Background: an optimization exercise with open tools, aiming at small area, a short achievable clock period and few clock cycles. Do not read the settings as production practice. RTL that was checked went through simulation tests only; none was proved equivalent to the original. Only the layout flow was run in runs 1 and 2; the RTL was not checked for function there.

==> flow/design.v, too long to show whole: its modules and the start of the top module <==
// module dual_port_RAM_0: 14 lines
// module row_pass: 227 lines
// module col_pass: 236 lines
// module M2: 262 lines
module M2 (
	input  logic        Clock_50,
	input  logic        Resetn,
	input  logic [15:0] SRAM_read_data,
	input  logic        M2_start,
	output logic        SRAM_we_n,
	output logic        M2_done,
	output logic [15:0] SRAM_write_data,
	output logic [17:0] SRAM_address
);
  // ...
==> flow/flow/run.sh <==
#!/bin/bash
# The standard layout, with timing repair aiming at 8 ns of setup slack
# instead of 0.  The clock period and constraints are the standard flow's.
set -euo pipefail
bash standard.sh SETUP_SLACK_MARGIN=8 finish > standard.log 2>&1
==> flow/standard.sh <==
#!/bin/bash
# synth_recipe.tcl (not shown) runs the flow's synth.tcl, then flattens the netlist and writes it again
# the make line also repeats each setting of config.mk as NAME=value (left out here)
make -C /OpenROAD-flow-scripts/flow DESIGN_CONFIG=/design/flow/config.mk WORK_HOME=/design/flow/orfs CLKGATE_MAP_FILE= SYNTH_SCRIPT=/design/flow/synth_recipe.tcl "${@:-finish}"
==> flow/config.mk <==
export PLATFORM = sky130hd
export DESIGN_NAME = M2
export DESIGN_NICKNAME = M2
export VERILOG_FILES = /design/flow/design.v
export SDC_FILE = /design/flow/constraint.sdc
export NUM_CORES = 8
export LEC_CHECK = 0
export CAP_MARGIN = 20
export CORE_MARGIN = 2
export CORE_UTILIZATION = 40
export CTS_CLUSTER_DIAMETER = 70
export CTS_CLUSTER_SIZE = 30
export SLEW_MARGIN = 20
export SYNTH_MEMORY_MAX_BITS = 4096
==> flow/constraint.sdc <==
create_clock -name core_clock -period 12.0 [get_ports {Clock_50}]
set_input_delay 2.4000 -clock core_clock [delete_from_list [all_inputs] [get_ports {Clock_50}]]
set_output_delay 2.4000 -clock core_clock [all_outputs]
set_load 0.01 [all_outputs]
==> results.txt, run 1 <==
* Fill cells at 32,300
* Post-synthesis adder-cell area fraction at 15.9%
* #FFs+latches synth at 2,999
* GPL Wtd Cong at 0.914
* Post-synth EDFFs at approximately 1,600
* Critical path's slowest cell: or4b_2
* Initial detailed-routing violation count at around 8,500
* Non-filler cells, final at 15,900
* Vias in the first global route at 89,200
* Global-route met1 utilization at 29.6%
* Top Usage Layer GRT: met2
* Die height at 608 microns
* Fraction of layout cells with a size suffix above 1 at around an eighth
* Critical Path Sink Type: flip-flop
* Reg area at 77,200 sq um
* Slew @ Worst Pin at 1230 ps
* Synth Area in XOR/XNOR at ~6.4%
* Crit path arrival time at about 4800 ps
* Inserted Diodes at 10
* DRT Pass-1 Iters at 6
* Setup ws final at between 8000 and 9000 ps
* Detail Placement HPWL at 271,000 microns
* CP cell instances: fa_1 > ha_1 > a21o_1 > a21o_1 > a2111oi_4 > o31ai_2 > nand4_1 > a21oi_1 > buf_4 > a41o_4 > o21ai_2 > or4b_2 > and3_1
* # DRC at 0
* Initial Utilization at between 40% and 50%
* Run status: timing/DRC/antenna clean
* Synth top area cells: edfxtp_1, dfxtp_1, fa_1, mux4_2, ha_1
* Largest net degree at the start of global routing at between 150 and 200
* Cell count after placement at 15,500
* Post-synth ARST share at under 10%
* Mux contribution to synthesized area at 8.64%
* Plain + repair buffers at 248
* Critical path class: reg -> reg
* Area share of the largest cell type after synthesis at 33.4%
* Post-synth net total at around 13,000
* Worst Setup EP: cpass.rb[1][31]$_SDFF_PP1_
==> run 2, diff against run 1 <==
--- a/flow/config.mk
+++ b/flow/config.mk
@@ -8,7 +8,7 @@
 export CAP_MARGIN = 20
 export CORE_MARGIN = 2
 export CORE_UTILIZATION = 40
-export CTS_CLUSTER_DIAMETER = 70
-export CTS_CLUSTER_SIZE = 30
+export CTS_CLUSTER_DIAMETER = 60
+export CTS_CLUSTER_SIZE = 35
 export SLEW_MARGIN = 20
 export SYNTH_MEMORY_MAX_BITS = 4096
==> run 2 against run 1 <==
  * Non-clock buffer count is 3 lower
  * Fmax is 0.86% higher
  * Via count is 0.51% higher
  * Die area stayed put
  * Sequential cell count stayed put
  * Wire length is 0.53% higher
  * Register-to-register slack better by 70 ps
  * Clock skew is 11 ps lower
  * Critical path depth is 12 lower
  * Utilization is 0.75 points higher
  * Hold slack worse by 25 ps
  * Largest cell class unchanged
==> results.txt, run 2 <==
* Most instantiated cells after synthesis: edfxtp_1, dfxtp_1, nor2_1 (unchanged)
* Total number of vias at 87,700 (was 87,200)
* Layout area overhead at 11.0% (was 9.17%)
* Mapped Cells at 11,100 (unchanged)
* Clock root cell: clkbuf_16 (unchanged)
* H-tree levels at 5 (was 4)
* CTS Buffer Depth at 4 (unchanged)
* Multi-input gate area at 65,700 sq um (about the same)
* Critical Path Sink Type: output pin (was flip-flop)
* WP data required at 9600 ps (was 12,830 ps)
* Vias per inst at 5.46 (was 5.48)
* GRT Total Usage at 21.2% (was 21.1%)
* Worst slew margin at 17.8% (about the same)
* Core Area at 363,000 sq um (unchanged)
* Post-synth ARST share at 5.47% (unchanged)
* Run status: timing/DRC/antenna clean (unchanged)
* Biggest registers after layout: tbuf.mem x1408, stg x176 (unchanged)
* Final period util at 32.9% (was 33.1%)
* Die Footprint at 369,000 sq um (unchanged)
* Synth Cell Area at 146,000 sq um (unchanged)
* Clock transition at the registers of the reported paths at 80 ps (was 100 ps)
* DRT Pass-1 Iters at 6 (unchanged)
* CP Max Fanout at 1 (was 4)
* Peak Freq at 254 MHz (was 251 MHz)
* Sequential element share of the synthesized area at 52.9% (unchanged)
* Cts bufs inserted at 263 (was 176)
* Fraction of layout cells with a size suffix above 1 at 14.2% (was 13.1%)
* Max-cap violations at 0 (unchanged)
* Post-CTS Hold Fix Bufs at 0 (unchanged)
* Std-Cell Rows at 221 (unchanged)
* Critical path's slowest cell: dfstp_2 (was or4b_2)
* Post-synth net total at 12,500 (unchanged)
* YS warnings at 26 (unchanged)
* Sum Neg Setup Slack at 0 ps (unchanged)
* IO Count at 55 (unchanged)
* Critical path class: reg -> out (was reg -> reg)
* GR Overflow Total at 0 (unchanged)
* Crit path arrival time at 1540 ps (was 4800 ps)
* Count of final setup violators at 0 (unchanged)
* RSZ-0062 raised after global routing: true (unchanged)
* Skew-Pair Late Insertion Delay at 940 ps (was 960 ps)
* Initial antenna violation count at 20 (was 17)
* CTS sink count at 2,999 (unchanged)
* Detail Placement HPWL at 271,000 microns (unchanged)
* Most frequent cells in the layout: edfxtp_1, dfxtp_1, nand2_1 (unchanged)
* Vias in the first global route at 90,200 (was 89,200)
* Fill cells at 32,000 (was 32,300)
* Main synth FF type: edfxtp_1 (unchanged)
* Most flops, register: tbuf.mem (unchanged)
* Largest net degree at the start of global routing at 164 (unchanged)
* # DRC at 0 (unchanged)
* Cell taking the most area after synthesis: edfxtp_1 (unchanged)
* Hold WC Path Type: reg -> reg (unchanged)
* Slew Viols, Final at 0 (unchanged)
* Final min period at 3940 ps (was 3980 ps)
* Count of cell types in the netlist at 89 (unchanged)
* Area share of the largest cell type after synthesis at 33.4% (unchanged)
* CP cell instances: buf_6 (was fa_1 > ha_1 > a21o_1 > a21o_1 > a2111oi_4 > o31ai_2 > nand4_1 > a21oi_1 > buf_4 > a41o_4 > o21ai_2 > or4b_2 > and3_1)
* Largest register FFs at 1,408 (unchanged)
* Crit path max-delay family: flip-flops (was compound AO/OA/AOI/OAI gates)
* GPL Wtd Cong at 0.914 (unchanged)
* #FFs+latches synth at 2,999 (unchanged)
* Mapped Avg Cell Area at 13.2 sq um (unchanged)
* CP bufs+invs at 1 (unchanged)
* Slew @ Worst Pin at 1230 ps (about the same)
* Commonest non-fill, non-tap cell in the layout: edfxtp_1 (unchanged)
* First-pass GRT wire length at 590,000 microns (was 587,000 microns)
* Worst clock skew at 50.2 ps (was 61.5 ps)
* Most common cell in the netlist: edfxtp_1 (unchanged)
* Nets at 12,500 (was 12,400)
* Post-synth EDFFs at 1,622 (unchanged)
* Drt total wl at 398,000 microns (was 396,000 microns)
* Util after Layout at 44.7% (was 43.9%)
* Initial Utilization at 40.2% (unchanged)
* Initial detailed-routing violation count at 8,756 (was 8,535)
* Largest stage delay, worst path at 530 ps (was 600 ps)
* Die height at 608 microns (unchanged)
* Reg area at 77,200 sq um (about the same)
* Critical Path Start Type: flip-flop (unchanged)
* CTS tree: built (unchanged)
* PortBufs at 54 (unchanged)
* Routed wire per std cell at 24.8 microns (was 24.9 microns)
* Synth top area cells: edfxtp_1, dfxtp_1, fa_1, mux4_2, ha_1 (unchanged)
* DIE WIDTH at 608 microns (unchanged)
* Post-route ant nets at 0 (unchanged)
* Final hold vios at 0 (unchanged)
[run 2: cell counts after synthesis]
No cell type changed its count.
[run 2: worst paths after layout]
check	depth (start not counted)	from	endpoint	slack (ps)
min reg2reg	0	cm1$_DFF_PN0_	cm2$_DFF_PN0_	340
min in group asynchronous	1	Resetn	SRAM_address[14]$_DFFE_PN0P_	1510
max in group asynchronous	2	Resetn	SRAM_address[4]$_DFFE_PN0P_	9270
max	1	SRAM_we_n$_DFF_PN1_	SRAM_we_n	8060
max reg2reg	18	wpl[1]$_DFFE_PN0P_	waddr[14]$_DFFE_PN0P_	8090
min	0	cm1$_DFF_PN0_	cm2$_DFF_PN0_	340
[run 2: per-layer routing]
metal	GRT usage, %	part of all wire, %	vias to the layer above
met1	29.6	44	44900
met4	5.89	2.9	8
li1	-	-	39100
met2	34.9	47	3022
met3	2.82	6.4	610
met5	0	0.013	-
[run 2: what timing repair did]
action	4_1_cts	5_1_grt
cloned	2	0
pin swaps	12	27
buffers inserted	20	16
gates resized for setup	194	55
setup endpoints to repair	179	106
[run 2: final cells by class]
type                    count  share of cell area [%]
flip-flops and latches   2999                    47.7
multi-input cells        7095                    40.6
clock buffers             298                    4.35
well taps                4794                    3.71
clock inverters           181                    1.32
repair buffers            245                    1.26
inverters                 435                    1.01
diodes                      7                  0.0108
[run 2: kinds of logic after synthesis]
kind of cell / count (synthesis) / synth area share [%]
buffers and inverters: 970 / 2.50
multiplexers: 661 / 8.64
AO/OA/AOI/OAI: 1502 / 6.45
flip-flops: 2999 / 52.9
XOR/XNOR: 1062 / 6.38
adder cells (fa/ha/maj): 1425 / 15.9
AND/OR/NAND/NOR: 2445 / 7.24
[run 2: metrics by stage]
step | instance area (sq um) | std cells | hold WS, ps | worst slack (ps)
after floorplan | 146000 | 11100 | 331 | 8000
after CTS | 161000 | 16000 | 342 | 7990
after global routing | 162000 | 16100 | 354 | 7960
after global placement | 152000 | 15500 | 338 | 7290
after detailed placement | 152000 | 15500 | 338 | 7270
final | 162000 | 16100 | 342 | 8060
==> module M2, before the edit <==
module M2 (
	input  logic        Clock_50,
	input  logic        Resetn,
	input  logic [15:0] SRAM_read_data,
	input  logic        M2_start,
	output logic        SRAM_we_n,
	output logic        M2_done,
	output logic [15:0] SRAM_write_data,
	output logic [17:0] SRAM_address
);
function automatic logic [7:0] clip(input logic [31:0] s);
	clip = s[31] ? 8'd0 : (|s[30:24]) ? 8'd255 : s[23:16];
endfunction
function automatic logic [3:0] inc12(input logic [3:0] v);
	inc12 = (v == 4'd11) ? 4'd0 : v + 4'd1;
endfunction
function automatic logic [2:0] nof(input logic [3:0] p);
	case (p)
		4'd0: nof = 3'd1; 4'd1: nof = 3'd3; 4'd3: nof = 3'd5; 4'd4: nof = 3'd2;
		4'd6: nof = 3'd7; 4'd7: nof = 3'd6; 4'd9: nof = 3'd0; default: nof = 3'd4;
	endcase
endfunction
logic        run;
logic [3:0]  q;              
logic [3:0]  rp0;            
logic [3:0]  cp0;            
logic [3:0]  cp1;            
logic        rd_on;          
logic        q_rd;
assign q_rd = (q != 4'd2) && (q != 4'd5) && (q != 4'd8) && (q != 4'd11);
logic [14:0] rowb;
logic [2:0]  rk;
logic [5:0]  rbc;
logic [4:0]  rbr;
logic [1:0]  rpl;
logic        r_last_bc;
logic [14:0] rinc;
assign r_last_bc = (rpl == 2'd0) ? (rbc == 6'd39) : (rbc == 6'd19);
always_comb begin
	if (rk != 3'd7)      rinc = (rpl == 2'd0) ? 15'd40 : 15'd20;
	else if (!r_last_bc) rinc = (rpl == 2'd0) ? -15'sd279 : -15'sd139;
	else                 rinc = 15'd1;
end
logic [16:0] waddr;
logic [2:0]  wk;
logic [1:0]  wp;
logic [5:0]  wbc;
logic [4:0]  wbr;
logic [1:0]  wpl;
logic        w_last_bc;
logic [16:0] winc;
assign w_last_bc = (wpl == 2'd0) ? (wbc == 6'd39) : (wbc == 6'd19);
always_comb begin
	if (wk != 3'd7)                    winc = (wpl == 2'd0) ? 17'd160 : 17'd80;
	else if (wp != 2'd3 || !w_last_bc) winc = (wpl == 2'd0) ? -17'sd1119 : -17'sd559;
	else                               winc = 17'd1;
end
logic [15:0] wb [0:7];
logic [3:0]  wb_cnt;
logic        wslot;          
logic        do_write;
logic        last_write;
assign last_write = (wpl == 2'd2) && (wbr == 5'd29) && w_last_bc && (wp == 2'd3) && (wk == 3'd7);
assign do_write = wslot && (wb_cnt != 4'd0);
always_ff @(posedge Clock_50 or negedge Resetn) begin
	if (!Resetn) begin
		run <= 1'b0; rd_on <= 1'b1;
		q <= 4'd0; rp0 <= 4'd8; cp0 <= 4'd2; cp1 <= 4'd1; wslot <= 1'b0;
		rowb <= 15'd9600; rk <= 3'd0; rbc <= 6'd0; rbr <= 5'd0; rpl <= 2'd0;
		waddr <= 17'd0; wk <= 3'd0; wp <= 2'd0; wbc <= 6'd0; wbr <= 5'd0; wpl <= 2'd0;
		SRAM_address <= 18'd0; SRAM_we_n <= 1'b1; SRAM_write_data <= 16'd0;
		M2_done <= 1'b0;
	end else begin
		SRAM_we_n <= 1'b1;
		if (!run) begin
			if (M2_start && !M2_done) run <= 1'b1;
		end else begin
			q <= inc12(q); rp0 <= inc12(rp0); cp0 <= inc12(cp0); cp1 <= inc12(cp1);
			wslot <= (q == 4'd1) || (q == 4'd4) || (q == 4'd7) || (q == 4'd10);
			if (q_rd) begin
				if (rd_on) begin
					SRAM_address <= {rowb, nof(q)};
					if (q == 4'd10) begin
						rowb <= rowb + rinc;
						rk <= rk + 3'd1;
						if (rk == 3'd7) begin
							if (!r_last_bc) rbc <= rbc + 6'd1;
							else begin
								rbc <= 6'd0;
								if (rbr != 5'd29) rbr <= rbr + 5'd1;
								else begin
									rbr <= 5'd0;
									if (rpl == 2'd2) rd_on <= 1'b0;
									else rpl <= rpl + 2'd1;
								end
							end
						end
					end
				end
			end else if (wb_cnt != 4'd0) begin
				SRAM_address <= {1'b0, waddr};
				SRAM_we_n <= 1'b0;
				SRAM_write_data <= wb[0];
				waddr <= waddr + winc;
				wk <= wk + 3'd1;
				if (wk == 3'd7) begin
					wp <= wp + 2'd1;
					if (wp == 2'd3) begin
						if (!w_last_bc) wbc <= wbc + 6'd1;
						else begin
							wbc <= 6'd0;
							if (wbr != 5'd29) wbr <= wbr + 5'd1;
							else begin
								wbr <= 5'd0;
								wpl <= wpl + 2'd1;
							end
						end
					end
				end
				if (last_write) begin
					M2_done <= 1'b1;
					run <= 1'b0;
				end
			end
		end
	end
end
logic [15:0] xr, xr2;
logic [17:0] xr3;            
always_ff @(posedge Clock_50) begin
	xr <= SRAM_read_data;
	xr2 <= xr;
	xr3 <= {{2{xr[15]}}, xr} + {xr[15], xr, 1'b0};
end
logic [29:0] rpa [0:3];
logic [29:0] rpb [0:3];
row_pass rpass (
	.clk(Clock_50), .x(xr2), .x3(xr3), .p0(rp0),
	.ra0(rpa[0]), .ra1(rpa[1]), .ra2(rpa[2]), .ra3(rpa[3]),
	.rb0(rpb[0]), .rb1(rpb[1]), .rb2(rpb[2]), .rb3(rpb[3])
);
logic        row_v;          
logic        row_end;        
logic [2:0]  rp_k;
logic        rp_par;
logic [21:0] stg [0:7];
logic        tw_we;
logic [2:0]  tw_i, tw_k;
logic        tw_par;
logic [5:0]  tw_addr;
always_ff @(posedge Clock_50) begin
	if (row_end) begin
		stg[0] <= rpa[2][29:8];    
		stg[1] <= rpa[0][29:8];    
		stg[2] <= rpb[1][29:8];    
		stg[3] <= rpa[1][29:8];    
		stg[4] <= rpb[3][29:8];    
		stg[5] <= rpb[2][29:8];    
		stg[6] <= rpa[3][29:8];    
		stg[7] <= rpb[0][29:8];    
	end else begin
		for (int j = 0; j < 7; j++) stg[j] <= stg[j + 1];
	end
end
function automatic logic [2:0] mof(input logic [2:0] i);
	case (i)
		3'd0: mof = 3'd1; 3'd1: mof = 3'd3; 3'd2: mof = 3'd5; 3'd3: mof = 3'd2;
		3'd4: mof = 3'd7; 3'd5: mof = 3'd6; 3'd6: mof = 3'd0; default: mof = 3'd4;
	endcase
endfunction
logic        cp_on, cp_pend, cp_par, cp_pend_par;
logic [2:0]  cp_m;
logic        cp_on_n, cp_par_n;
logic [2:0]  cp_m_n, cp_n_n;
logic [5:0]  cp_addr;
logic        cv1, cv2, col_done, col_odd;
logic [2:0]  cm1, cm2;
always_comb begin
	cp_on_n = cp_on; cp_m_n = cp_m; cp_par_n = cp_par;
	if (run && cp0 == 4'd11) begin
		if (cp_pend) begin
			cp_on_n = 1'b1; cp_m_n = 3'd0; cp_par_n = cp_pend_par;
		end else if (cp_on) begin
			cp_m_n = cp_m + 3'd1;
			if (cp_m == 3'd7) cp_on_n = 1'b0;
		end
	end
	cp_n_n = nof(run ? inc12(cp0) : cp0);
end
always_ff @(posedge Clock_50 or negedge Resetn) begin
	if (!Resetn) begin
		row_v <= 1'b0; row_end <= 1'b0; rp_k <= 3'd0; rp_par <= 1'b0;
		tw_we <= 1'b0; tw_i <= 3'd0; tw_k <= 3'd0; tw_par <= 1'b0; tw_addr <= 6'd0;
		cp_on <= 1'b0; cp_pend <= 1'b0; cp_par <= 1'b0; cp_pend_par <= 1'b0; cp_m <= 3'd0;
		cp_addr <= 6'd0;
		cv1 <= 1'b0; cm1 <= 3'd0; cv2 <= 1'b0; cm2 <= 3'd0; col_done <= 1'b0; col_odd <= 1'b0;
	end else begin
		if (run && q == 4'd10) row_v <= rd_on;
		row_end <= run && (q == 4'd4) && row_v;
		if (row_end) begin
			rp_k <= rp_k + 3'd1;
			if (rp_k == 3'd7) rp_par <= ~rp_par;
			tw_we <= 1'b1; tw_i <= 3'd0; tw_k <= rp_k; tw_par <= rp_par;
			tw_addr <= rp_par ? {mof(3'd0), rp_k} : {rp_k, mof(3'd0)};
		end else if (tw_we) begin
			tw_i <= tw_i + 3'd1;
			if (tw_i == 3'd7) tw_we <= 1'b0;
			tw_addr <= tw_par ? {mof(tw_i + 3'd1), tw_k} : {tw_k, mof(tw_i + 3'd1)};
		end
		if (row_end && rp_k == 3'd7) begin
			cp_pend <= 1'b1; cp_pend_par <= rp_par;
		end else if (run && cp0 == 4'd11) cp_pend <= 1'b0;
		cp_on <= cp_on_n; cp_m <= cp_m_n; cp_par <= cp_par_n;
		cp_addr <= cp_par_n ? {cp_m_n, cp_n_n} : {cp_n_n, cp_m_n};
		cv1 <= cp_on; cm1 <= cp_m;
		cv2 <= cv1;   cm2 <= cm1;
		col_done <= (q == 4'd11) && cv2;
		col_odd <= cm2[0];
	end
end
logic [21:0] tb_rdata;
dual_port_RAM_0 tbuf (
	.clock(Clock_50), .wren(tw_we), .waddr(tw_addr), .wdata(stg[0]),
	.raddr(cp_addr), .rdata(tb_rdata)
);
logic [21:0] cx, cx2;
logic [23:0] cx3;            
always_ff @(posedge Clock_50) begin
	cx <= tb_rdata;
	cx2 <= cx;
	cx3 <= {{2{cx[21]}}, cx} + {cx[21], cx, 1'b0};
end
logic [31:0] cpa [0:3];
logic [31:0] cpb [0:3];
col_pass cpass (
	.clk(Clock_50), .x(cx2), .x3(cx3), .p0(cp1),
	.ra0(cpa[0]), .ra1(cpa[1]), .ra2(cpa[2]), .ra3(cpa[3]),
	.rb0(cpb[0]), .rb1(cpb[1]), .rb2(cpb[2]), .rb3(cpb[3])
);
logic [7:0] ev [0:7];
always_ff @(posedge Clock_50) begin
	if (col_done && !col_odd) begin
		for (int c = 0; c < 4; c++) begin
			ev[3 - c] <= clip(cpa[c]);
			ev[4 + c] <= clip(cpb[c]);
		end
	end
	if (col_done && col_odd) begin
		for (int c = 0; c < 4; c++) begin
			wb[3 - c] <= {ev[3 - c], clip(cpa[c])};
			wb[4 + c] <= {ev[4 + c], clip(cpb[c])};
		end
	end else if (do_write) begin
		for (int j = 0; j < 7; j++) wb[j] <= wb[j + 1];
	end
end
always_ff @(posedge Clock_50 or negedge Resetn) begin
	if (!Resetn) wb_cnt <= 4'd0;
	else if (col_done && col_odd) wb_cnt <= 4'd8;
	else if (do_write) wb_cnt <= wb_cnt - 4'd1;
end
endmodule
==> run 3, diff against run 2 <==
--- a/flow/design.v
+++ b/flow/design.v
@@ -782,7 +782,8 @@
 logic [16:0] winc;
 assign w_last_bc = (wpl == 2'd0) ? (wbc == 6'd39) : (wbc == 6'd19);
 always_comb begin
-	if (wk != 3'd7)                    winc = (wpl == 2'd0) ? 17'd160 : 17'd80;
+	if (wk == 3'd3)                    winc = (wpl == 2'd0) ? -17'sd800 : -17'sd400;
+	else if (wk != 3'd7)               winc = (wpl == 2'd0) ? 17'd320 : 17'd160;
 	else if (wp != 2'd3 || !w_last_bc) winc = (wpl == 2'd0) ? -17'sd1119 : -17'sd559;
 	else                               winc = 17'd1;
 end
@@ -799,7 +800,7 @@
 		q <= 4'd0; rp0 <= 4'd8; cp0 <= 4'd2; cp1 <= 4'd1; wslot <= 1'b0;
 		rowb <= 15'd9600; rk <= 3'd0; rbc <= 6'd0; rbr <= 5'd0; rpl <= 2'd0;
 		waddr <= 17'd0; wk <= 3'd0; wp <= 2'd0; wbc <= 6'd0; wbr <= 5'd0; wpl <= 2'd0;
-		SRAM_address <= 18'd0; SRAM_we_n <= 1'b1; SRAM_write_data <= 16'd0;
+		SRAM_we_n <= 1'b1;
 		M2_done <= 1'b0;
 	end else begin
 		SRAM_we_n <= 1'b1;
@@ -810,7 +811,6 @@
 			wslot <= (q == 4'd1) || (q == 4'd4) || (q == 4'd7) || (q == 4'd10);
 			if (q_rd) begin
 				if (rd_on) begin
-					SRAM_address <= {rowb, nof(q)};
 					if (q == 4'd10) begin
 						rowb <= rowb + rinc;
 						rk <= rk + 3'd1;
@@ -829,9 +829,7 @@
 					end
 				end
 			end else if (wb_cnt != 4'd0) begin
-				SRAM_address <= {1'b0, waddr};
 				SRAM_we_n <= 1'b0;
-				SRAM_write_data <= wb[0];
 				waddr <= waddr + winc;
 				wk <= wk + 3'd1;
 				if (wk == 3'd7) begin
@@ -856,6 +854,15 @@
 		end
 	end
 end
+always_ff @(posedge Clock_50) begin
+	if (run) begin
+		if (q_rd) SRAM_address <= {rowb, nof(q)};
+		else begin
+			SRAM_address <= {1'b0, waddr};
+			SRAM_write_data <= wb[wk];
+		end
+	end
+end
 logic [15:0] xr, xr2;
 logic [17:0] xr3;            
 always_ff @(posedge Clock_50) begin
@@ -968,21 +975,22 @@
 	.ra0(cpa[0]), .ra1(cpa[1]), .ra2(cpa[2]), .ra3(cpa[3]),
 	.rb0(cpb[0]), .rb1(cpb[1]), .rb2(cpb[2]), .rb3(cpb[3])
 );
-logic [7:0] ev [0:7];
+logic [7:0] smp [0:7];
+always_comb begin
+	for (int c = 0; c < 4; c++) begin
+		smp[3 - c] = clip(cpa[c]);
+		smp[4 + c] = clip(cpb[c]);
+	end
+end
 always_ff @(posedge Clock_50) begin
 	if (col_done && !col_odd) begin
-		for (int c = 0; c < 4; c++) begin
-			ev[3 - c] <= clip(cpa[c]);
-			ev[4 + c] <= clip(cpb[c]);
-		end
+		for (int j = 0; j < 4; j++) wb[j] <= {smp[2 * j], smp[2 * j + 1]};
 	end
 	if (col_done && col_odd) begin
-		for (int c = 0; c < 4; c++) begin
-			wb[3 - c] <= {ev[3 - c], clip(cpa[c])};
-			wb[4 + c] <= {ev[4 + c], clip(cpb[c])};
+		for (int j = 0; j < 4; j++) begin
+			wb[j]     <= {wb[j][15:8], smp[2 * j]};
+			wb[4 + j] <= {wb[j][7:0], smp[2 * j + 1]};
 		end
-	end else if (do_write) begin
-		for (int j = 0; j < 7; j++) wb[j] <= wb[j + 1];
 	end
 end
 always_ff @(posedge Clock_50 or negedge Resetn) begin
--- a/flow/config.mk
+++ b/flow/config.mk
@@ -8,7 +8,7 @@
 export CAP_MARGIN = 20
 export CORE_MARGIN = 2
 export CORE_UTILIZATION = 40
-export CTS_CLUSTER_DIAMETER = 60
-export CTS_CLUSTER_SIZE = 35
+export CTS_CLUSTER_DIAMETER = 70
+export CTS_CLUSTER_SIZE = 30
 export SLEW_MARGIN = 20
 export SYNTH_MEMORY_MAX_BITS = 4096
==> run 3 against run 2 <==
  * Still clean on timing, DRC and antenna
  * Worst setup slack worse by 3.4 ps
  * Clock-buffer cell count down 101
  * Die area down 1.6%
  * Fmax about the same
  * Global-route usage down 0.066 points
  * Critical path type unchanged
  * Largest cell class unchanged
==> results.txt, run 3 <==
* Run status: timing/DRC/antenna clean (unchanged)
* Total number of vias at 84,800 (was 87,700)
* Mapped Cells at 10,700 (was 11,100)
* Mapped Avg Cell Area at 13.4 sq um (was 13.2 sq um)
* Drt total wl at 388,000 microns (was 398,000 microns)
* Commonest non-fill, non-tap cell in the layout: edfxtp_1 (unchanged)
* #FFs+latches synth at 2,935 (was 2,999)
* Final period util at 32.9% (about the same)
* Final hold vios at 0 (unchanged)
* Routed wire per std cell at 25.1 microns (was 24.8 microns)
* Synth Cell Area at 143,000 sq um (was 146,000 sq um)
* Synth Area in Simple Gates at 6.47% (was 7.24%)
* Setup ws final at 8050 ps (was 8060 ps)
* Critical path's slowest cell: edfxtp_1 (was dfstp_2)
* Mux contribution to synthesized area at 9.11% (was 8.64%)
* Worst hold slack at 361 ps (was 342 ps)
* CP Max Fanout at 1 (unchanged)
* Complex-gate fraction of the synthesized area at 6.92% (was 6.45%)
* Final min period at 3950 ps (was 3940 ps)
* CTS sink count at 2,935 (was 2,999)
* Hold WC Path Type: reg -> reg (unchanged)
* Cell count after placement at 15,100 (was 15,500)
* GPL Wtd Cong at 0.932 (was 0.914)
* Cell taking the most area after synthesis: edfxtp_1 (unchanged)
* RSZ-0062 raised after global routing: true (unchanged)
* Critical Path Sink Type: output pin (unchanged)
* Largest net degree at the start of global routing at 138 (was 164)
* Initial antenna violation count at 24 (was 20)
* Slew Viols, Final at 0 (unchanged)
* Count of cell types in the netlist at 98 (was 89)
* Most common cell in the netlist: edfxtp_1 (unchanged)
* Vias in the first global route at 86,900 (was 90,200)
* DRT Pass-1 Iters at 9 (was 6)
* First-pass GRT wire length at 576,000 microns (was 590,000 microns)
* Post-CTS Hold Fix Bufs at 0 (unchanged)
* CTS Buffer Depth at 4 (unchanged)
* Critical path class: reg -> out (unchanged)
* IO Count at 55 (unchanged)
* Clock transition at the registers of the reported paths at 90 ps (was 80 ps)
* Cts bufs inserted at 171 (was 263)
* Post-synthesis adder-cell area fraction at 16.2% (was 15.9%)
* Clock root cell: clkbuf_16 (unchanged)
* Largest family of logic cells by synthesized area: adder cells (unchanged)
* CP cell instances: buf_2 (was buf_6)
* Post-route ant nets at 0 (unchanged)
* Synth Area in XOR/XNOR at 6.25% (was 6.38%)
* Slew @ Worst Pin at 1110 ps (was 1230 ps)
* GR Overflow Total at 0 (unchanged)
* # DRC at 0 (unchanged)
* Util after Layout at 43.8% (was 44.7%)
* Post-route design area at 156,000 sq um (was 162,000 sq um)
* Sum Neg Setup Slack at 0 ps (unchanged)
* Critical Path Start Type: flip-flop (unchanged)
* Largest register FFs at 1,408 (unchanged)
* Largest stage delay, worst path at 470 ps (was 530 ps)
* Area share of the largest cell type after synthesis at 33.3% (was 33.4%)
* Die height at 603 microns (was 608 microns)
* Vias per inst at 5.48 (was 5.46)
* Most frequent cells in the layout: edfxtp_1, dfxtp_1, nor2_1 (was edfxtp_1, dfxtp_1, nand2_1)
* Initial Utilization at 40.2% (about the same)
* Skew-Pair Late Insertion Delay at 930 ps (was 940 ps)
* Synth top area cells: edfxtp_1, dfxtp_1, fa_1, mux4_2, ha_1 (unchanged)
* YS warnings at 26 (unchanged)
* Most instantiated cells after synthesis: edfxtp_1, dfxtp_1, nor2_1 (unchanged)
* Max-cap violations at 0 (unchanged)
* Main synth FF type: edfxtp_1 (unchanged)
* Sequential element share of the synthesized area at 52.5% (was 52.9%)
* Die Footprint at 363,000 sq um (was 369,000 sq um)
* Worst clock skew at 73.2 ps (was 50.2 ps)
* GRT Total Usage at 21.2% (about the same)
* Most flops, register: tbuf.mem (unchanged)
* Peak Freq at 253 MHz (was 254 MHz)
* Std-Cell Rows at 219 (was 221)
* CP bufs+invs at 1 (unchanged)
* Worst slew margin at 25.8% (was 17.8%)
* Detail Placement HPWL at 268,000 microns (was 271,000 microns)
* Layout area overhead at 8.97% (was 11.0%)
* Post-synth EDFFs at 1,592 (was 1,622)
* Initial detailed-routing violation count at 7,882 (was 8,756)
* Fill cells at 32,000 (about the same)
* Post-synth net total at 12,100 (was 12,500)
* Post-synth ARST share at 4.43% (was 5.47%)
* Core Area at 356,000 sq um (was 363,000 sq um)
* WP data required at 9600 ps (about the same)
* Count of final setup violators at 0 (unchanged)
* Non-filler cells, final at 15,500 (was 16,100)
* Pre-CTS setup slack at 7470 ps (was 7270 ps)
* CTS tree: built (unchanged)
* DP Area at 150,000 sq um (was 152,000 sq um)
* PortBufs at 54 (unchanged)
* DIE WIDTH at 603 microns (was 608 microns)
* Crit path arrival time at 1550 ps (was 1540 ps)
* Biggest registers after layout: tbuf.mem x1408, stg x176 (unchanged)
* Crit path max-delay family: flip-flops (unchanged)
* Nets at 12,000 (was 12,500)
* Fraction of layout cells with a size suffix above 1 at 13.5% (was 14.2%)
* H-tree levels at 4 (was 5)
[run 3: cell families after synthesis]
kind of cell / Yosys count
buffers and inverters: 945
xor gates and xnor gates: 1023
DFF: 2935
adders and majority gates: 1434
AOI/OAI and AO/OA: 1526
muxes: 702
and+or+nand+nor: 2120
[run 3: area by class of cell]
cell class,count,area [sq um],share of cell area (%)
clock inverter,113,1610,1.03
antenna,7,17.5,0.0112
tap,4751,5940,3.80
multi-input combinational,6806,65100,41.6
inverter,446,1680,1.08
sequential,2935,75500,48.3
timing repair buffer,222,1920,1.23
clock buffer,197,4570,2.92
[run 3: worst paths after layout]
check	from	end	slack, ps	depth (start not counted)
worst min register to register	xr[12]$_DFF_P_	xr2[12]$_DFF_P_	360	0
worst max-delay path	SRAM_address[1]$_DFFE_PP_	SRAM_address[1]	8050	1
min in group asynchronous	Resetn	rbc[5]$_DFFE_PN0P_	1560	1
worst min-delay path	xr[12]$_DFF_P_	xr2[12]$_DFF_P_	360	0
max in group asynchronous	Resetn	cp_addr[1]$_DFF_PN0_	9120	2
worst max register to register	rpass.sel3[1]$_SDFF_PP1_	rpass.ps2[11]$_DFF_P_	8080	9
[run 3: worst register-to-register path: cells and delay by family (launching register included)]
kind | cells | cell delay, ps
adders and majority gates | 2 | 980
buffers and inverters | 4 | 1270
DFF | 1 | 400
and+or+nand+nor | 3 | 1140
[run 3: metal layers]
layer	GRT usage, %	wire length, microns	vias up
met5	0	30	-
met4	5.95	12200	6
met3	2.67	24000	517
met2	35.4	185000	2715
met1	29.0	167000	43800
li1	-	-	37900
[run 3: repair_timing]
item	CTS	global route
resized for setup	148	46
hold endpoints to repair	0	0
gates cloned	1	1
setup endpoints to repair	124	75
setup buffers	9	7
pin swaps	7	12
Testbench counts of run 3, summed over its fixed seeds: cycles 1,383,204.
==> run 4, diff against run 3 <==
==> flow/flow/run.sh (replaced) <==
#!/bin/bash
# The standard layout, with timing repair aiming at 8.1 ns of setup slack
# instead of 0.  The clock period and constraints are the standard flow's.
set -euo pipefail
bash standard.sh SETUP_SLACK_MARGIN=8.1 finish > standard.log 2>&1
--- a/flow/config.mk
+++ b/flow/config.mk
@@ -12,3 +12,4 @@
 export CTS_CLUSTER_SIZE = 30
 export SLEW_MARGIN = 20
 export SYNTH_MEMORY_MAX_BITS = 4096
+export TNS_END_PERCENT = 10
==> run 4 against run 3 <==
  * Still clean on timing, DRC and antenna
  * Clock skew increased by 19 ps
  * Wire length grew 0.62%
  * Utilization about the same
  * Register-to-register slack lost 20 ps
  * Fmax fell by 2.2%
  * Critical endpoint is now SRAM_address[0]
  * Largest cell class unchanged
==> results.txt, run 4 <==
* Run status: timing/DRC/antenna clean (unchanged)
* Biggest registers after layout: tbuf.mem x1408, stg x176 (unchanged)
* Critical path class: reg -> out (unchanged)
* CTS sink count at 2,935 (unchanged)
* Area share of the largest cell type after synthesis at 33.3% (unchanged)
* Hold WC Path Type: reg -> reg (unchanged)
* Largest stage delay, worst path at 480 ps (was 470 ps)
* Skew-Pair Late Insertion Delay at 940 ps (was 930 ps)
* Sum Neg Setup Slack at 0 ps (unchanged)
* Clock transition at the registers of the reported paths at 80 ps (was 90 ps)
* Crit path arrival time at 1640 ps (was 1550 ps)
* Most instantiated cells after synthesis: edfxtp_1, dfxtp_1, nor2_1 (unchanged)
* Largest register FFs at 1,408 (unchanged)
* GRT Total Usage at 21.3% (was 21.2%)
* Crit path max-delay family: flip-flops (unchanged)
* Cell taking the most area after synthesis: edfxtp_1 (unchanged)
* Setup ws final at 7960 ps (was 8050 ps)
* Synth Cell Area at 143,000 sq um (unchanged)
* Count of cell types in the netlist at 98 (unchanged)
* Critical path's slowest cell: edfxtp_1 (unchanged)
* Largest net degree at the start of global routing at 93 (was 138)
* Clock root cell: clkbuf_16 (unchanged)
* CP cell instances: clkdlybuf4s15_1 (was buf_2)
* Peak Freq at 248 MHz (was 253 MHz)
* # DRC at 0 (unchanged)
* Die Footprint at 363,000 sq um (unchanged)
* Initial Utilization at 40.2% (unchanged)
* Drt total wl at 390,000 microns (was 388,000 microns)
* Post-CTS Hold Fix Bufs at 0 (unchanged)
* First-pass GRT wire length at 581,000 microns (was 576,000 microns)
* PortBufs at 54 (unchanged)
* Layout area overhead at 9.09% (was 8.97%)
* Reg2Reg Setup Slack at 8060 ps (was 8080 ps)
* Worst slew margin at 24.9% (was 25.8%)
* Std-Cell Rows at 219 (unchanged)
* #FFs+latches synth at 2,935 (unchanged)
* Mapped Avg Cell Area at 13.4 sq um (unchanged)
* Fraction of layout cells with a size suffix above 1 at 13.4% (was 13.5%)
* Pre-CTS setup slack at 7110 ps (was 7470 ps)
* Critical Path Start Type: flip-flop (unchanged)
* GPL Wtd Cong at 0.925 (was 0.932)
* CTS tree: built (unchanged)
* Initial antenna violation count at 15 (was 24)
* Final hold vios at 0 (unchanged)
* Worst clock skew at 92.3 ps (was 73.2 ps)
* CTS Buffer Depth at 4 (unchanged)
* Total number of vias at 85,100 (was 84,800)
* Slew Viols, Final at 0 (unchanged)
* CP Max Fanout at 1 (unchanged)
* Vias per inst at 5.50 (was 5.48)
* Initial detailed-routing violation count at 8,572 (was 7,882)
* Post-route ant nets at 0 (unchanged)
* Main synth FF type: edfxtp_1 (unchanged)
* GR Overflow Total at 0 (unchanged)
* H-tree levels at 4 (unchanged)
* YS warnings at 26 (unchanged)
* Max-cap violations at 0 (unchanged)
* Synth top area cells: edfxtp_1, dfxtp_1, fa_1, mux4_2, ha_1 (unchanged)
* Post-synth EDFFs at 1,592 (unchanged)
* Core Area at 356,000 sq um (unchanged)
* DIE WIDTH at 603 microns (unchanged)
* Most frequent cells in the layout: edfxtp_1, dfxtp_1, nor2_1 (unchanged)
* IO Count at 55 (unchanged)
* Final min period at 4040 ps (was 3950 ps)
* Detail Placement HPWL at 268,000 microns (about the same)
* Cts bufs inserted at 170 (was 171)
* Mapped Cells at 10,700 (unchanged)
* Die height at 603 microns (unchanged)
* Most flops, register: tbuf.mem (unchanged)
* Post-synth ARST share at 4.43% (unchanged)
* DRT Pass-1 Iters at 7 (was 9)
* RSZ-0062 raised after global routing: true (unchanged)
* Vias in the first global route at 87,000 (was 86,900)
* Post-synth net total at 12,100 (unchanged)
* Sequential element share of the synthesized area at 52.5% (unchanged)
* WP data required at 9600 ps (about the same)
* Most common cell in the netlist: edfxtp_1 (unchanged)
* CP bufs+invs at 1 (unchanged)
* Final period util at 33.6% (was 32.9%)
* Slew @ Worst Pin at 1130 ps (was 1110 ps)
* Critical Path Sink Type: output pin (unchanged)
* Count of final setup violators at 0 (unchanged)
* Routed wire per std cell at 25.2 microns (was 25.1 microns)
* Nets at 12,000 (about the same)
* Commonest non-fill, non-tap cell in the layout: edfxtp_1 (unchanged)
-- run 4: path summary, 6_finish.rpt --
| kind | end | cells past startpoint | startpoint |
|---|---|---|---|
| max reg2reg | cpass.ra[2][31]$_SDFF_PP0_ | 12 | cpass.ps2[3]$_DFF_P_ |
| max in group asynchronous | run$_DFF_PN0_ | 2 | Resetn |
| min reg2reg | xr3[0]$_DFF_P_ | 0 | xr[0]$_DFF_P_ |
| max | SRAM_address[0] | 1 | SRAM_address[0]$_DFFE_PP_ |
| min | xr3[0]$_DFF_P_ | 0 | xr[0]$_DFF_P_ |
| min in group asynchronous | rowb[6]$_DFFE_PN0P_ | 1 | Resetn |
-- run 4: cell families after synthesis --
group	Yosys count	share of synthesized area, %
mux	702	9.11
buf+inv	945	2.48
compound gates	1526	6.92
simple gates	2120	6.47
fa+ha+maj	1434	16.2
xor+xnor	1023	6.25
flops	2935	52.5
-- run 4: timing repair --
action	CTS	global route
endpoints found under the hold margin	0	0
resized for setup	61	75
pin swaps	3	30
setup endpoints to repair	170	208
buffers inserted	8	20
cloned	0	0
-- run 4: final cells by class --
cell class,instances,area (sq um)
fillers,31700,200000
flip-flops and latches,2935,75500
multi-input cells,6805,65100
well taps,4751,5940
clock buffers,198,4650
repair buffers,229,1930
inverters,446,1680
clock inverters,110,1650
diodes,8,20.0
-- run 4: through the flow --
| step | utilization [%] | hold WS (ps) | cell area (sq um) | instances |
|---|---|---|---|---|
| 2_1_floorplan | - | 331 | 143000 | 10700 |
| 3_3_place_gp | 41.9 | 339 | 149000 | 15100 |
| 3_5_place_dp | 41.9 | 344 | 149000 | 15100 |
| 4_1_cts | 43.7 | 360 | 156000 | 15500 |
| 5_1_grt | 43.9 | 361 | 156000 | 15500 |
| 6_report | 43.9 | 360 | 156000 | 15500 |
-- run 4: worst register-to-register path, cell delays in order, from the launching register on --
cell,delay (ps)
dfxtp_1,330
ha_1,270
ha_1,330
o21ai_0,150
o21ai_0,500
nand3_1,290
a21o_1,370
o311ai_1,760
nand3_1,270
a31oi_1,240
or2_2,150
xnor2_1,110
nor2_1,50
-- run 4: metal layers --
metal / up-vias / wire (microns) / global-route usage (%)
met1: 43900 / 167000 / 29.4
met5: - / 43 / 0
li1: 37800 / - / -
met4: 6 / 11200 / 5.53
met2: 2879 / 188000 / 35.6
met3: 537 / 24300 / 2.60
==> run 5, diff against run 4 <==
--- a/flow/config.mk
+++ b/flow/config.mk
@@ -12,4 +12,4 @@
 export CTS_CLUSTER_SIZE = 30
 export SLEW_MARGIN = 20
 export SYNTH_MEMORY_MAX_BITS = 4096
-export TNS_END_PERCENT = 10
+export TNS_END_PERCENT = 40
==> run 5 against run 4 <==
  * Critical path depth did not move
  * Still clean on timing, DRC and antenna
  * Clock-buffer cell count did not move
  * Via count rose by 0.17%
  * Highest routed layer unchanged
==> results.txt, run 5 <==
* Vias per inst at 5.51 (was 5.50)
* Largest net degree at the start of global routing at 93 (unchanged)
* Count of final setup violators at 0 (unchanged)
* Peak Freq at 252 MHz (was 248 MHz)
* Cell taking the most area after synthesis: edfxtp_1 (unchanged)
* Clock root cell: clkbuf_16 (unchanged)
* Detail Placement HPWL at 268,000 microns (unchanged)
* Worst slew margin at 24.7% (was 24.9%)
* Min-delay src: xr[14]$_DFF_P_ (was xr[0]$_DFF_P_)
* Reg area at 75,500 sq um (unchanged)
* Post-CTS Hold Fix Bufs at 0 (unchanged)
* Largest stage delay, worst path at 380 ps (was 480 ps)
* YS warnings at 26 (unchanged)
* Worst R2R Start: cpass.pc0[17]$_DFF_P_ (was cpass.ps2[3]$_DFF_P_)
* CTS Buffer Depth at 4 (unchanged)
* Initial detailed-routing violation count at 8,886 (was 8,572)
* Reg2reg end: cpass.ra[0][29]$_SDFF_PP1_ (was cpass.ra[2][31]$_SDFF_PP0_)
* Critical path class: reg -> out (unchanged)
* Final hold vios at 0 (unchanged)
* R2R cell count at 13 (was 12)
* GRT Total Usage at 21.3% (about the same)
* First-pass GRT wire length at 581,000 microns (about the same)
* Routed wire per std cell at 25.2 microns (about the same)
* Most frequent cells in the layout: edfxtp_1, dfxtp_1, nor2_1 (unchanged)
* Commonest non-fill, non-tap cell in the layout: edfxtp_1 (unchanged)
* Util after Layout at 43.9% (about the same)
* Non-filler cells, final at 15,500 (about the same)
* RSZ-0062 raised after global routing: true (unchanged)
* Synth Cell Area at 143,000 sq um (unchanged)
* Setup ws final at 8030 ps (was 7960 ps)
* Total number of vias at 85,200 (was 85,100)
* Synth Area in XOR/XNOR at 6.25% (unchanged)
* CTS tree: built (unchanged)
* Main synth FF type: edfxtp_1 (unchanged)
* DP Area at 149,000 sq um (unchanged)
* Layout area overhead at 9.13% (was 9.09%)
* Most flops, register: tbuf.mem (unchanged)
* Mux contribution to synthesized area at 9.11% (unchanged)
* Nets at 12,000 (about the same)
* Sequential element share of the synthesized area at 52.5% (unchanged)
* Slew @ Worst Pin at 1130 ps (about the same)
* Pre-CTS setup slack at 7110 ps (unchanged)
* Multi-input gate area at 65,200 sq um (was 65,100 sq um)
* Critical Path Start Type: flip-flop (unchanged)
* WP data required at 9600 ps (about the same)
* CP Max Fanout at 1 (unchanged)
* Largest family of logic cells by synthesized area: adder cells (unchanged)
* Sum Neg Setup Slack at 0 ps (unchanged)
* Synth top area cells: edfxtp_1, dfxtp_1, fa_1, mux4_2, ha_1 (unchanged)
* Fill cells at 31,700 (about the same)
* Critical Path Sink Type: output pin (unchanged)
* Final period util at 33.0% (was 33.6%)
* CP cell instances: dlygate4sd2_1 (was clkdlybuf4s15_1)
* Post-route design area at 157,000 sq um (was 156,000 sq um)
* Cts bufs inserted at 170 (unchanged)
* Post-synth net total at 12,100 (unchanged)
* # DRC at 0 (unchanged)
* Post-synth ARST share at 4.43% (unchanged)
* Post-synth EDFFs at 1,592 (unchanged)
* Crit path arrival time at 1570 ps (was 1640 ps)
* Worst clock skew at 92.5 ps (was 92.3 ps)
* GR Overflow Total at 0 (unchanged)
* Most common cell in the netlist: edfxtp_1 (unchanged)
* DRT Pass-1 Iters at 6 (was 7)
* Drt total wl at 391,000 microns (was 390,000 microns)
* Critical path's slowest cell: edfxtp_1 (unchanged)
* Initial antenna violation count at 14 (was 15)
* Biggest registers after layout: tbuf.mem x1408, stg x176 (unchanged)
* CP bufs+invs at 1 (unchanged)
* Crit path max-delay family: flip-flops (unchanged)
* Count of cell types in the netlist at 98 (unchanged)
* Die height at 603 microns (unchanged)
* Run status: timing/DRC/antenna clean (unchanged)
* Largest register FFs at 1,408 (unchanged)
* Most instantiated cells after synthesis: edfxtp_1, dfxtp_1, nor2_1 (unchanged)
* Synth Area in Simple Gates at 6.47% (unchanged)
* PortBufs at 54 (unchanged)
* Final min period at 3970 ps (was 4040 ps)
* IO Count at 55 (unchanged)
* Max-cap violations at 0 (unchanged)
* Std-Cell Rows at 219 (unchanged)
* Vias in the first global route at 87,000 (about the same)
* Initial Utilization at 40.2% (unchanged)
* Cell count after placement at 15,100 (unchanged)
* GPL Wtd Cong at 0.925 (unchanged)
* H-tree levels at 4 (unchanged)
* Mapped Avg Cell Area at 13.4 sq um (unchanged)
* WHS Path Cells at 0 (unchanged)
* Hold Path Sink: xr2[14]$_DFF_P_ (was xr3[0]$_DFF_P_)
* CTS sink count at 2,935 (unchanged)
* #FFs+latches synth at 2,935 (unchanged)
* Hold WC Path Type: reg -> reg (unchanged)
* Post-route ant nets at 0 (unchanged)
* Slew Viols, Final at 0 (unchanged)
* DIE WIDTH at 603 microns (unchanged)
* Fraction of layout cells with a size suffix above 1 at 13.7% (was 13.4%)
* Reg2Reg Setup Slack at 8140 ps (was 8060 ps)
* Complex-gate fraction of the synthesized area at 6.92% (unchanged)
* Core Area at 356,000 sq um (unchanged)
* Clock transition at the registers of the reported paths at 100 ps (was 80 ps)
* Mapped Cells at 10,700 (unchanged)
* Die Footprint at 363,000 sq um (unchanged)
* Skew-Pair Late Insertion Delay at 940 ps (about the same)
* Post-synthesis adder-cell area fraction at 16.2% (unchanged)
* Area share of the largest cell type after synthesis at 33.3% (unchanged)
* Worst hold slack at 359 ps (was 360 ps)
==> run 5: worst max-delay path by stage <==
stage,start,endpoint,cells after the start
final,SRAM_write_data[3]$_DFFE_PP_,SRAM_write_data[3],1
after global routing,rpass.pc0[7]$_DFF_P_,rpass.ra[0][29]$_SDFF_PP1_,13
after CTS,rpass.ps2[2]$_DFF_P_,rpass.ra[2][27]$_SDFF_PP0_,11
after detailed placement,cp_addr[0]$_DFF_PN0_,cx[17]$_DFF_P_,5
after global placement,cp_addr[0]$_DFF_PN0_,cx[14]$_DFF_P_,5
after floorplan,rpl[0]$_DFFE_PN0P_,rowb[13]$_DFFE_PN1P_,17
==> run 5: logic make-up after synthesis <==
family,after synthesis
DFF,2935
and+or+nand+nor,2120
AOI/OAI and AO/OA,1526
adders and majority gates,1434
xor gates and xnor gates,1023
buffers and inverters,945
muxes,702
==> run 5: metal layers <==
metal	up-vias	GRT usage (%)	share of wire, %
li1	37800	-	-
met1	43900	29.4	43
met2	3005	35.6	48
met3	536	2.61	6.3
met4	6	5.62	2.9
met5	-	0	0.011
==> run 5: final cells by class <==
class / count / share of cell area (%)
multi-input cells: 6805 / 41.6
clock inverters: 110 / 1.05
clock buffers: 198 / 2.97
flip-flops and latches: 2935 / 48.2
repair buffers: 231 / 1.22
inverters: 446 / 1.08
well taps: 4751 / 3.80
diodes: 5 / 0.00799
==> run 5: timing repair <==
| action | 4_1_cts | 5_1_grt |
|---|---|---|
| endpoints found under the setup margin | 170 | 180 |
| gates cloned | 0 | 0 |
| setup buffers | 17 | 13 |
| gates resized for setup | 146 | 67 |
| pin swaps | 16 | 24 |
==> run 6, diff against run 5 <==
--- a/flow/config.mk
+++ b/flow/config.mk
@@ -12,4 +12,3 @@
 export CTS_CLUSTER_SIZE = 30
 export SLEW_MARGIN = 20
 export SYNTH_MEMORY_MAX_BITS = 4096
-export TNS_END_PERCENT = 40
==> run 6 against run 5 <==
  * Clock-buffer cell count is the same
  * Hold slack about the same
  * Worst setup slack better by 14 ps
  * Die area did not move
  * Cell count barely moved
==> results.txt, run 6 <==
* Run status: timing/DRC/antenna clean (unchanged)
* Reg area at 75,500 sq um (unchanged)
* Main synth FF type: edfxtp_1 (unchanged)
* Reg2reg end: cpass.pc1[23]$_DFF_P_ (was cpass.ra[0][29]$_SDFF_PP1_)
* # DRC at 0 (unchanged)
* Routed wl met3 at 24,700 microns (was 24,800 microns)
* Std-Cell Rows at 219 (unchanged)
* Critical path's slowest cell: edfxtp_1 (unchanged)
* Core Area at 356,000 sq um (unchanged)
* Commonest non-fill, non-tap cell in the layout: edfxtp_1 (unchanged)
* Fill cells at 31,700 (about the same)
* Met1 WL at 167,000 microns (about the same)
* Slew Viols, Final at 0 (unchanged)
* Final period util at 32.9% (was 33.0%)
* Mux contribution to synthesized area at 9.11% (unchanged)
* GR Overflow Total at 0 (unchanged)
* RSZ-0062 raised after global routing: true (unchanged)
* Total number of vias at 85,200 (about the same)
* Layout area overhead at 9.12% (was 9.13%)
* Detail Placement HPWL at 268,000 microns (unchanged)
* GPL Wtd Cong at 0.925 (unchanged)
* WL met2 at 188,000 microns (about the same)
* Fraction of layout cells with a size suffix above 1 at 13.9% (was 13.7%)
* H-tree levels at 4 (unchanged)
* Max-cap violations at 0 (unchanged)
* Crit path max-delay family: flip-flops (unchanged)
* Critical path class: reg -> out (unchanged)
* Post-synth ARST share at 4.43% (unchanged)
* Worst slew margin at 24.0% (was 24.7%)
* Critical Path Start Type: flip-flop (unchanged)
* Pre-CTS setup slack at 7110 ps (unchanged)
* DRT Pass-1 Iters at 6 (unchanged)
* Most flops, register: tbuf.mem (unchanged)
* Crit path depth at 1 (unchanged)
* Complex-gate fraction of the synthesized area at 6.92% (unchanged)
* Most frequent cells in the layout: edfxtp_1, dfxtp_1, nor2_1 (unchanged)
* Worst R2R Start: cpass.sel3[1]$_SDFF_PP1_ (was cpass.pc0[17]$_DFF_P_)
* Synth top area cells: edfxtp_1, dfxtp_1, fa_1, mux4_2, ha_1 (unchanged)
* Largest family of logic cells by synthesized area: adder cells (unchanged)
* Worst clock skew at 92.5 ps (about the same)
* Reg2Reg Setup Slack at 8100 ps (was 8140 ps)
* CP Max Fanout at 1 (unchanged)
* Sequential element share of the synthesized area at 52.5% (unchanged)
* Die Footprint at 363,000 sq um (unchanged)
* Post-synthesis adder-cell area fraction at 16.2% (unchanged)
* CTS tree: built (unchanged)
* PortBufs at 54 (unchanged)
* Post-route ant nets at 0 (unchanged)
* Largest register FFs at 1,408 (unchanged)
* Mapped Avg Cell Area at 13.4 sq um (unchanged)
* Initial Utilization at 40.2% (unchanged)
* Post-synth net total at 12,100 (unchanged)
* First-pass GRT wire length at 581,000 microns (about the same)
* Multi-input gate area at 65,200 sq um (about the same)
* Cts bufs inserted at 170 (unchanged)
* Final min period at 3950 ps (was 3970 ps)
* Slew @ Worst Pin at 1140 ps (was 1130 ps)
* Vias in the first global route at 87,100 (was 87,000)
* Critical Path Sink Type: output pin (unchanged)
* DR top layer: met5 (unchanged)
* Vias per inst at 5.50 (was 5.51)
* Initial antenna violation count at 14 (unchanged)
* Die height at 603 microns (unchanged)
* Synth Area in XOR/XNOR at 6.25% (unchanged)
* Initial detailed-routing violation count at 8,917 (was 8,886)
* Largest net degree at the start of global routing at 93 (unchanged)
* YS warnings at 26 (unchanged)
* IO Count at 55 (unchanged)
* Count of final setup violators at 0 (unchanged)
* Clock transition at the registers of the reported paths at 100 ps (about the same)
* Crit path arrival time at 1550 ps (was 1570 ps)
* Hold WC Path Type: reg -> reg (unchanged)
* Worst Setup EP: SRAM_address[0] (was SRAM_write_data[3])
* CTS Buffer Depth at 4 (unchanged)
* R2R cell count at 9 (was 13)
* GRT Total Usage at 21.3% (about the same)
* Nets at 12,000 (about the same)
* Clock root cell: clkbuf_16 (unchanged)
* Final hold vios at 0 (unchanged)
* Synth Cell Area at 143,000 sq um (unchanged)
* Sum Neg Setup Slack at 0 ps (unchanged)
* #FFs+latches synth at 2,935 (unchanged)
* Skew-Pair Late Insertion Delay at 940 ps (about the same)
* CP bufs+invs at 1 (unchanged)
* Setup ws final at 8050 ps (was 8030 ps)
* Crit path launch: SRAM_address[0]$_DFFE_PP_ (was SRAM_write_data[3]$_DFFE_PP_)
* Post-synth EDFFs at 1,592 (unchanged)
* Worst hold slack at 359 ps (about the same)
* Most instantiated cells after synthesis: edfxtp_1, dfxtp_1, nor2_1 (unchanged)
* Biggest registers after layout: tbuf.mem x1408, stg x176 (unchanged)
* Synth Area in Simple Gates at 6.47% (unchanged)
* Most common cell in the netlist: edfxtp_1 (unchanged)
* DIE WIDTH at 603 microns (unchanged)
* WP data required at 9600 ps (about the same)
* CP cell instances: buf_2 (was dlygate4sd2_1)
* Mapped Cells at 10,700 (unchanged)
* Largest stage delay, worst path at 480 ps (was 380 ps)
* Area share of the largest cell type after synthesis at 33.3% (unchanged)
* Drt total wl at 391,000 microns (about the same)
* CTS sink count at 2,935 (unchanged)
* Cell taking the most area after synthesis: edfxtp_1 (unchanged)
* Routed wire per std cell at 25.2 microns (about the same)
* Count of cell types in the netlist at 98 (unchanged)
* Peak Freq at 253 MHz (was 252 MHz)
run 6: kinds of logic (layout without fill, tap and decap cells):
| family | after synthesis | after routing |
|---|---|---|
| compound gates | 1526 | 1526 |
| xor+xnor | 1023 | 1023 |
| mux | 702 | 702 |
| fa+ha+maj | 1434 | 1434 |
| other cells | 0 | 3 |
| buf+inv | 945 | 985 |
| simple gates | 2120 | 2121 |
| flops | 2935 | 2935 |
run 6: layout make-up:
cell class / count / area share (%)
Inverter: 446 / 1.08
Tap cell: 4751 / 3.80
Multi-Input combinational cell: 6806 / 41.7
Sequential cell: 2935 / 48.2
Clock buffer: 198 / 2.97
Clock inverter: 110 / 1.05
Antenna cell: 3 / 0.00480
Timing Repair Buffer: 231 / 1.19
run 6: layer usage:
| metal | up-vias | global-route usage [%] |
|---|---|---|
| met1 | 43900 | 29.4 |
| met4 | 6 | 5.55 |
| met2 | 2868 | 35.7 |
| met3 | 534 | 2.61 |
| met5 | - | 0 |
| li1 | 37800 | - |
run 6: worst min path at each step:
stage,end,startpoint,slack [ps],cells past startpoint
after floorplan,cm2$_DFF_PN0_,cm1$_DFF_PN0_,330,0
after global placement,col_odd$_DFF_PN0_,cm2$_DFF_PN0_,340,0
after detailed placement,cm2$_DFF_PN0_,cm1$_DFF_PN0_,340,0
after CTS,xr3[0]$_DFF_P_,xr[0]$_DFF_P_,360,0
after global routing,xr3[0]$_DFF_P_,xr[0]$_DFF_P_,360,0
final,xr2[14]$_DFF_P_,xr[14]$_DFF_P_,360,0
run 6: per-stage QoR:
step	instance area (sq um)	util (%)	std cells
2_1_floorplan	143000	-	10700
3_3_place_gp	149000	41.9	15100
3_5_place_dp	149000	41.9	15100
4_1_cts	156000	43.8	15500
5_1_grt	156000	43.9	15500
6_report	156000	43.9	15500
run 6: timing repair:
item,4_1_cts,5_1_grt
resized for setup,207,66
endpoints found under the setup margin,170,102
pin swaps,18,26
endpoints found under the hold margin,0,0
hold buffers,0,0
gates cloned,0,1
setup buffers,18,12
==> run 7, diff against run 6 <==
--- a/flow/design.v
+++ b/flow/design.v
@@ -752,6 +752,8 @@
 	endcase
 endfunction
 logic        run;
+logic        wr;             
+assign SRAM_we_n = ~wr;
 logic [3:0]  q;              
 logic [3:0]  rp0;            
 logic [3:0]  cp0;            
@@ -800,10 +802,10 @@
 		q <= 4'd0; rp0 <= 4'd8; cp0 <= 4'd2; cp1 <= 4'd1; wslot <= 1'b0;
 		rowb <= 15'd9600; rk <= 3'd0; rbc <= 6'd0; rbr <= 5'd0; rpl <= 2'd0;
 		waddr <= 17'd0; wk <= 3'd0; wp <= 2'd0; wbc <= 6'd0; wbr <= 5'd0; wpl <= 2'd0;
-		SRAM_we_n <= 1'b1;
+		wr <= 1'b0;
 		M2_done <= 1'b0;
 	end else begin
-		SRAM_we_n <= 1'b1;
+		wr <= 1'b0;
 		if (!run) begin
 			if (M2_start && !M2_done) run <= 1'b1;
 		end else begin
@@ -829,7 +831,7 @@
 					end
 				end
 			end else if (wb_cnt != 4'd0) begin
-				SRAM_we_n <= 1'b0;
+				wr <= 1'b1;
 				waddr <= waddr + winc;
 				wk <= wk + 3'd1;
 				if (wk == 3'd7) begin
==> run 7 against run 6 <==
  * Die area about the same
  * Still clean
  * Sequential share of layout area decreased by 0.10 points
  * Critical endpoint is now SRAM_write_data[7]
  * Fmax increased by 1.2%
  * Register-to-register slack improved by 20 ps
  * Wire length decreased by 3.5%
  * Critical path type unchanged
  * Worst setup slack improved by 46 ps
==> results.txt, run 7 <==
* Post-synth EDFFs at 1,592 (unchanged)
* Slew Viols, Final at 0 (unchanged)
* RSZ-0062 raised after global routing: true (unchanged)
* Post-route design area at 157,000 sq um (was 156,000 sq um)
* # DRC at 0 (unchanged)
* DIE WIDTH at 603 microns (about the same)
* Critical Path Sink Type: output pin (unchanged)
* CTS Buffer Depth at 4 (unchanged)
* Main synth FF type: edfxtp_1 (unchanged)
* Crit path arrival time at 1510 ps (was 1550 ps)
* Fraction of layout cells with a size suffix above 1 at 14.4% (was 13.9%)
* Worst R2R Start: cpass.rb[0][5]$_SDFF_PP0_ (was cpass.sel3[1]$_SDFF_PP1_)
* CTS tree: built (unchanged)
* Worst clock skew at 93.0 ps (was 92.5 ps)
* Die height at 603 microns (about the same)
* Final min period at 3910 ps (was 3950 ps)
* CP cell instances: buf_2 (unchanged)
* Clock transition at the registers of the reported paths at 100 ps (about the same)
* Hold WC Path Type: reg -> reg (unchanged)
* Util after Layout at 44.0% (was 43.9%)
* Largest net degree at the start of global routing at 112 (was 93)
* Count of cell types in the netlist at 95 (was 98)
* Largest stage delay, worst path at 460 ps (was 480 ps)
* Vias in the first global route at 86,000 (was 87,100)
* Nets at 12,000 (about the same)
* Die Footprint at 364,000 sq um (was 363,000 sq um)
* Reg2reg end: cpass.rb[1][31]$_SDFF_PP1_ (was cpass.pc1[23]$_DFF_P_)
* CTS sink count at 2,935 (unchanged)
* GR Overflow Total at 0 (unchanged)
* Biggest registers after layout: tbuf.mem x1408, stg x176 (unchanged)
* Core Area at 356,000 sq um (unchanged)
* Cell taking the most area after synthesis: edfxtp_1 (unchanged)
* Run status: timing/DRC/antenna clean (unchanged)
* GPL Wtd Cong at 0.909 (was 0.925)
* Std-Cell Rows at 219 (unchanged)
* First-pass GRT wire length at 563,000 microns (was 581,000 microns)
* Skew-Pair Late Insertion Delay at 940 ps (about the same)
* Hold Path Sink: xr3[0]$_DFF_P_ (was xr2[14]$_DFF_P_)
* Worst hold slack at 365 ps (was 359 ps)
* Post-route ant nets at 0 (unchanged)
* Crit path max-delay family: flip-flops (unchanged)
* Most frequent cells in the layout: edfxtp_1, dfxtp_1, nor2_1 (unchanged)
* YS warnings at 26 (unchanged)
* Layout area overhead at 9.25% (was 9.12%)
* Cts bufs inserted at 166 (was 170)
* Sequential element share of the synthesized area at 52.5% (about the same)
* Total number of vias at 84,000 (was 85,200)
* Worst slew margin at 27.0% (was 24.0%)
==> run 7: changes by cell type after synthesis, sizes merged, moves of 16 or more <==
cell and delta:
nor3 -16, clkbuf -22, nand2b +166, buf +16, nor2b +20, nand2 -161
and3 -17, o21ai -16, o21a -23
==> run 7: timing repair <==
action                                  in CTS  in global routing
endpoints found under the setup margin     214                108
hold endpoints to repair                     0                  0
hold buffers                                 0                  0
resized for setup                          238                104
buffers inserted                            22                 18
pin swaps                                   22                 43
cloned                                       1                  0
==> run 7: metal layers <==
layer  share of wire (%)  vias to the layer above  GRT usage [%]  routed length [microns]
met1                  43                    43300           28.5                   163000
met2                  48                     2622           34.2                   180000
li1                    -                    37600              -                        -
met5              0.0034                        -              0                       13
met4                 3.1                        2           5.74                    11800
met3                 5.9                      542           2.51                    22200
==> run 7: stage by stage <==
step,worst slack [ps]
after floorplan,8160
after global placement,6660
after detailed placement,6810
after CTS,8000
after global routing,7980
final,8090
==> run 7: kinds of logic (layout without fill, tap and decap cells) <==
logic type / count (synthesis) / after routing / synth area share, %
AOI/OAI and AO/OA: 1464 / 1464 / 6.61
xor gates and xnor gates: 1038 / 1038 / 6.34
adders and majority gates: 1434 / 1434 / 16.2
buffers and inverters: 947 / 998 / 2.48
DFF: 2935 / 2935 / 52.5
muxes: 709 / 709 / 9.16
other: 0 / 4 / 0
and+or+nand+nor: 2096 / 2096 / 6.67
==> run 7: layout make-up <==
cell class / count / area [sq um]
antenna: 4 / 10.0
clock buffer: 183 / 4350
timing repair buffer: 247 / 1980
tap: 4751 / 5940
clock inverter: 114 / 1670
inverter: 454 / 1710
multi-input combinational: 6741 / 65600
sequential: 2935 / 75500
fill: 31700 / 200000
==> run 7: worst max-delay path by stage <==
stage	start	endpoint	slack (ps)	depth (start not counted)
6_report	SRAM_write_data[7]$_DFFE_PP_	SRAM_write_data[7]	8090	1
5_1_grt	cpass.rb[0][5]$_SDFF_PP0_	cpass.rb[1][31]$_SDFF_PP1_	7980	13
4_1_cts	SRAM_write_data[7]$_DFFE_PP_	SRAM_write_data[7]	8000	1
3_5_place_dp	wk[2]$_DFFE_PN0P_	waddr[16]$_DFFE_PN0P_	6810	16
3_3_place_gp	wk[2]$_DFFE_PN0P_	waddr[15]$_DFFE_PN0P_	6660	15
2_1_floorplan	rpl[0]$_DFFE_PN0P_	rowb[14]$_DFFE_PN0P_	8160	18
Testbench counts of run 7, summed over its fixed seeds: cycles 1,383,204.

==> afterwards: timing with drivers on the ports <==
In the flow no input, the clock included, has a driving cell. The finished layouts below were timed again as built, in two steps.
Step 1 assumes that a clkbuf_16 drives the clock port and a buf_2 every other input.
Step 2 adds t to the input delays and takes it off the output delays; t is the mean of the earliest and latest rising clock arrival at the registers after step 1. Input paths then give back, and output paths get back, about the clock's delay inside the block.
a / b / c = ideal / step 1 / step 2; a / b = the first two.
run	t, ns	setup slack, ns	cell pins on the clock port's net
run 1	1.030	8.024 / 7.927 / 8.024	1
run 2	1.019	8.057 / 7.953 / 8.092	1
run 3	0.986	8.054 / 7.962 / 8.077	1
run 4	0.995	7.964 / 7.863 / 8.055	1
run 5	0.996	8.035 / 7.934 / 8.139	1
run 6	0.997	8.049 / 7.948 / 8.104	1
run 7	0.995	8.094 / 7.989 / 8.089	1
After both steps setup and hold are still met in every run listed. The setup slack of run 7, which loses most, moves by -0.105 ns with the drivers and by -0.005 ns with both steps. Setup slack includes reset recovery checks.
